From an optimization exercise on the open Yosys and OpenROAD flow, aimed at small area; shortcuts taken in it are not production practice.
Only simulation tests tie the RTL to the original design; equivalence was not proved.
Power is estimated from default activity; no workload was simulated.

==> flow/design.v <==
module ALU(input [7:0] a, b, input [3:0] oper, input clk,
           output reg [7:0] msb, lsb);
    wire [7:0] pp [0:7];
    wire [7:0] s  [0:7];    
    wire [6:0] c  [0:7];    
    wire [15:0] prod;
    genvar i, j, k;
    generate
        for (i = 0; i < 8; i = i + 1) begin : ppg
            assign pp[i] = a & {8{b[i]}};
        end
        assign s[0] = pp[0];
        assign c[0] = 7'h00;
        for (i = 1; i < 8; i = i + 1) begin : mrow
            for (j = 0; j < 7; j = j + 1) begin : mcl
                wire x = pp[i][j];
                wire y = s[i-1][j+1];
                wire z = c[i-1][j];
                assign s[i][j] = x ^ y ^ z;
                assign c[i][j] = (x & y) | (x & z) | (y & z);
            end
            assign s[i][7] = pp[i][7];
        end
        for (i = 0; i < 8; i = i + 1) begin : plo
            assign prod[i] = s[i][0];
        end
    endgenerate
    wire [7:0] fc;
    assign fc[0] = 1'b0;
    generate
        for (j = 0; j < 7; j = j + 1) begin : fadd
            wire x = s[7][j+1];
            wire y = c[7][j];
            assign prod[8+j] = x ^ y ^ fc[j];
            assign fc[j+1] = (x & y) | (x & fc[j]) | (y & fc[j]);
        end
    endgenerate
    assign prod[15] = fc[7];
    wire isdiv = (oper == 4'h3) | (oper == 4'h4);
    wire add   = (oper == 4'h0);
    wire gt    = (oper == 4'hE);
    wire [7:0] q;
    wire co;
    generate
        for (k = 7; k >= 0; k = k - 1) begin : row
            localparam integer W = 8 - k;
            wire [W-1:0] x;
            wire [W-1:0] bb;
            wire [W:0]   cc;
            wire [W-1:0] r;
            wire         qq;
            if (k == 7) begin : first
                assign x = a[7];
            end else begin : next
                assign x = {row[k+1].r, a[k]};
            end
            if (k == 0) begin : r0
                assign bb = b ^ {8{add}};
                assign cc[0] = ~(add | gt);
                assign qq = ~isdiv | cc[W];
                assign co = cc[W];
            end else begin : rk
                assign bb = b[W-1:0];
                assign cc[0] = 1'b1;
                assign qq = isdiv & ~|b[7:W] & cc[W];
            end
            for (j = 0; j < W; j = j + 1) begin : bt
                assign cc[j+1] = (x[j] & ~bb[j]) | (x[j] & cc[j]) | (~bb[j] & cc[j]);
                assign r[j] = x[j] ^ (qq & (~bb[j] ^ cc[j]));
            end
            assign q[k] = (k == 0) ? cc[W] : qq;
        end
    endgenerate
    wire [7:0] rem = row[0].r;
    always @(posedge clk) begin
        case (oper)
            4'h0: {msb, lsb} <= {7'h00, co, rem};
            4'h1: {msb, lsb} <= {{8{~co}}, rem};
            4'h2: {msb, lsb} <= prod;
            4'h3: {msb, lsb} <= {8'h00, q};
            4'h4: {msb, lsb} <= {8'h00, rem};
            4'h5: {msb, lsb} <= {8'h00, a & b};
            4'h6: {msb, lsb} <= {8'hFF, ~(a & b)};
            4'h7: {msb, lsb} <= {8'h00, a | b};
            4'h8: {msb, lsb} <= {8'hFF, ~(a | b)};
            4'h9: {msb, lsb} <= {8'h00, a ^ b};
            4'hA: {msb, lsb} <= {8'hFF, a ~^ b};
            4'hB: {msb, lsb} <= {8'hFF, ~a};
            4'hC: {msb, lsb} <= {7'h00, a, 1'b0};
            4'hD: {msb, lsb} <= {9'h000, a[7:1]};
            4'hE: {msb, lsb} <= {15'h0000, co};
            default: {msb, lsb} <= {15'h0000, ~co};
        endcase
    end
endmodule
==> flow/flow/run.sh <==
#!/bin/bash
# Own flow: the standard synthesis (kept for reference), then the
# hand-built netlist in flow/net.v (same registers, same names) in its place,
# then the standard layout from floorplan to finish. Port buffers are
# buf_1 cells.
set -euo pipefail
R=orfs/results/$FLOW_PLATFORM/ALU/base
bash standard.sh synth > std_synth.log 2>&1
cp $R/1_2_yosys.v std_1_2_yosys.v
cp flow/net.v $R/1_2_yosys.v
touch $R/1_2_yosys.v
bash standard.sh "BUFFER_PORTS_ARGS=-buffer_cell sky130_fd_sc_hd__buf_1" finish > layout.log 2>&1
==> flow/standard.sh <==
#!/bin/bash
# synth_recipe.tcl (not shown) runs the flow's synth.tcl, then flattens the netlist and writes it again
# the make line also repeats each setting of config.mk as NAME=value (left out here)
make -C /OpenROAD-flow-scripts/flow DESIGN_CONFIG=/design/flow/config.mk WORK_HOME=/design/flow/orfs CLKGATE_MAP_FILE= SYNTH_SCRIPT=/design/flow/synth_recipe.tcl "${@:-finish}"
==> flow/config.mk <==
export PLATFORM = sky130hd
export DESIGN_NAME = ALU
export DESIGN_NICKNAME = ALU
export VERILOG_FILES = /design/flow/design.v
export SDC_FILE = /design/flow/constraint.sdc
export NUM_CORES = 4
export LEC_CHECK = 0
export CAP_MARGIN = 0
export CORE_MARGIN = 2
export CORE_UTILIZATION = 40
export SLEW_MARGIN = 0
==> flow/constraint.sdc <==
create_clock -name core_clock -period 12.5 [get_ports {clk}]
set_input_delay 2.5000 -clock core_clock [delete_from_list [all_inputs] [get_ports {clk}]]
set_output_delay 2.5000 -clock core_clock [all_outputs]
set_load 0.01 [all_outputs]
Not shown: flow/flow/net.v
==> results by group, run 1 <==
Power
  – Total power draw: 392 uW
  – Leak: 0.00147 uW
  – Top power group: combinational logic
  – Sw frac: 47.2%
  – Flop pwr share: 16.7%
  – Sw power: 185 uW

Logic synthesis
  – Cell count after synthesis: 546
  – Total nets after synthesis: 615

Placement
  – PortBufs: 36
  – Gpl congestion: 0.918

Critical path
  – Delay of the slowest cell on the worst path: 0.45 ns
  – Worst EP arrival: 11.56 ns
  – Worst Setup EP: lsb[4]
  – Setup crit end kind: register
  – CP Max Fanout: 10

Worst hold path
  – Hold Path Cell Cnt: 4

Finish
  – Final instance area: 4240 um^2
  – Sequential share of cell area: 7.56%
  – Post-Route Utilization: 45.9%
  – Fraction of area in multi-input gates: 77.8%
  – Non-clock buffers: 47

Detailed routing
  – Highest routed layer: met4
  – Final antenna-violating net count: 0
  – Detailed Routing Iterations Pass 1: 5

Flow run
  – Max cap viols: 0

GRT
  – First-pass GRT wire length: 18100 um
  – Initial antenna violation count: 0
  – Largest net degree at the start of global routing: 24

Clocking
  – Root Buffer Master: clkbuf_8
  – CTS tree: yes

Outcome
  – Status: complete, no violations
==> run 2, diff against run 1 <==
--- a/flow/flow/run.sh
+++ b/flow/flow/run.sh
@@ -10,3 +10,3 @@
 cp flow/net.v $R/1_2_yosys.v
 touch $R/1_2_yosys.v
-bash standard.sh "BUFFER_PORTS_ARGS=-buffer_cell sky130_fd_sc_hd__buf_1" finish > layout.log 2>&1
+bash standard.sh "BUFFER_PORTS_ARGS=-buffer_cell sky130_fd_sc_hd__buf_2" finish > layout.log 2>&1
==> run 2 against run 1 <==
- critical path depth shrank 1
- sequential power decreased by 0.8%
- setup slack improved by 0.23 ns
- flip-flop and latch count did not move
- combinational power is essentially flat
- critical endpoint is now lsb[1]
- highest routed layer unchanged
==> results by group, run 2 <==
Outcome
  – Status: complete, no violations

Finish
  – ANT cells: 0
  – Most common cell after layout, fill and taps aside: nand2_1
  – Nets: 656
  – Layout cells sized above 1: 9.23%
  – Most frequent cells in the layout: nand2_1, nor2_1, fa_1, clkinv_1, xnor2_1
  – Post-Route Utilization: 45.4% (-0.45 points)
  – P&R area growth vs syn: 10.2%

Clocking
  – CTS Buf Count: 3
  – Clock-pin slew on the worst setup and hold paths: 0.07 ns
  – Htree depth: 1
  – Clock sinks: 16
  – CTS tree: yes
  – Clock buffer depth: 2
  – Cts hold-fix bufs: 0
  – Root Buffer Master: clkbuf_8

Logic synthesis
  – Total nets after synthesis: 615 (unchanged)
  – Synth Cell Area: 3810 um^2
  – Synthesis warning total: 1
  – Mean Syn Cell Area: 6.98 um^2
  – Cell count after synthesis: 546 (unchanged)

Power
  – Power density over cell area: 93.7 nW/um^2
  – Leak: 0.00150 uW (+2.6%)
  – Worst vdd ir: 0.0000474 V

GRT
  – Initial antenna violation count: 0 (unchanged)
  – Total gr overflow: 0
  – Largest net degree at the start of global routing: 29 (+21%)
  – First-pass GRT wire length: 17500 um (-3.0%)
  – Number of global-route vias before repair: 3680
  – GRT Resource Usage Total: 21.4%

Detailed routing
  – Final antenna-violating net count: 0 (unchanged)
  – Total wire length: 10400 um
  – Detailed Routing Iterations Pass 1: 5 (unchanged)
  – DRC viols: 0
  – WL/cell: 14.5 um
  – Via count: 3698
  – 1st-iter DRT viols: 245
  – Vias per cell: 5.18

Critical path
  – CP Max Fanout: 23 (+13)
  – Setup crit end kind: register
  – Worst EP arrival: 11.32 ns (-0.24 ns)
  – Crit start category: input pin
  – Critical path class: input pin to register
  – Worst path slowest cell: buf_2
  – Critical path required time: 12.58 ns
  – Delay of the slowest cell on the worst path: 0.40 ns (-0.05 ns)
  – Most used cell, CP: o21ai_1

STA
  – Final Hold Viols: 0
  – Fin crit share: 89.9%
  – TNS Setup: 0 ns
  – Final setup viols: 0
  – Unrepaired setup endpoints after global routing: no
  – Fmax achieved: 0.0890 GHz
  – Fin Hold WS: 2.77 ns
  – Tmin final: 11.24 ns
  – Tightest Pin Transition: 1.15 ns
  – Worst rel slew slack: 22.5%
  – Max-slew violation total from the final report: 0

Floorplan
  – IO Pins: 37
  – Die Wd: 102 um
  – Initial Utilization: 41.2%
  – Die area: 10300 um^2
  – CORE AREA: 9240 um^2
  – Die Height: 102 um
  – Cell Rows: 35

Placement
  – Gpl congestion: 0.888 (-3.2%)
  – PortBufs: 36 (unchanged)
  – DPL Wire Length: 8230 um

Flow run
  – Max cap viols: 0 (unchanged)

Worst hold path
  – Worst hold path type: input pin to register
run 2: cell count changes in the layout (fill, tap and decap cells not counted):
cell      delta
buf_1       -31
buf_2       +35
buf_4       -10
clkbuf_2     -5
clkbuf_4     +1
xnor2_1      +1
xnor2_2      -1
run 2: where the power goes:
| group | leakage [uW] | switching, uW | internal (uW) |
|---|---|---|---|
| combinational | 0.00135 | 165 | 125 |
| clock | 0.0000216 | 16.6 | 21.3 |
| sequential | 0.000134 | 2.67 | 62.3 |
| total | 0.00150 | 185 | 209 |
run 2: final cells by class:
class	count	area, um^2
Sequential cell	16	320
Clock buffer	3	41.3
Inverter	52	195
Multi-Input combinational cell	477	3290
Timing Repair Buffer	37	190
Tap cell	129	161
Fill cell	955	5040
run 2: final timing paths:
| check | startpoint | to | depth (start not counted) |
|---|---|---|---|
| max | b[1] | lsb[1] | 53 |
| min | oper[2] | msb[0] | 4 |
run 2: metal layers:
layer / share of wire (%) / global-route usage, %
met1: 47 / 29.5
met2: 46 / 37.3
met3: 5.5 / 1.24
met4: 1.5 / 4.16
met5: 0 / 0
run 2: worst max-delay path: cells and delay by family:
kind | cells | cell delay, ns
compound gates | 28 | 4.56
buf+inv | 2 | 0.58
xor+xnor | 6 | 1.47
simple gates | 17 | 2.20
run 2: timing repair:
item                                    in CTS  in global routing
setup buffers                                0                  0
gates resized for setup                      0                  1
endpoints found under the setup margin       0                  5
endpoints found under the hold margin        0                  0
run 2: metrics by stage:
stage	cells	area [um^2]	total power, uW	worst slack, ns
4_1_cts	714	4190	397	1.17
5_1_grt	714	4200	437	0.0717
3_3_place_gp	711	4150	352	1.29
3_5_place_dp	711	4150	358	0.922
2_1_floorplan	546	3810	279	2.47
6_report	714	4200	393	1.26

## afterwards: timing with drivers on the ports
How much do the figures lean on ideal ports? The routed layouts below were timed once more, with nothing changed but the port constraints. Step 1 sets driving cells, clkbuf_16 on the clock port and buf_2 on the other inputs (assumed; they add their load-dependent delay and slew). Step 2 also shifts input and output timing later by t, the mid clock arrival at the registers, as if the neighbouring blocks saw the same clock. Slacks: no drivers / after step 1 / after step 2; pairs: no drivers / after step 1.
| run | t (ns) | slack for setup (ns) | slew at the worst register clock pin (ns) |
|---|---|---|---|
| run 1 | 0.269 | 1.035 / 1.039 / 0.770 | 0.07 / 0.07 |
| run 2 | 0.272 | 1.265 / 1.268 / 0.996 | 0.07 / 0.07 |
After both steps setup and hold are still met in every run listed. The setup slack of run 2, which loses most, moves by +0.003 ns with the drivers and by -0.269 ns with both steps.
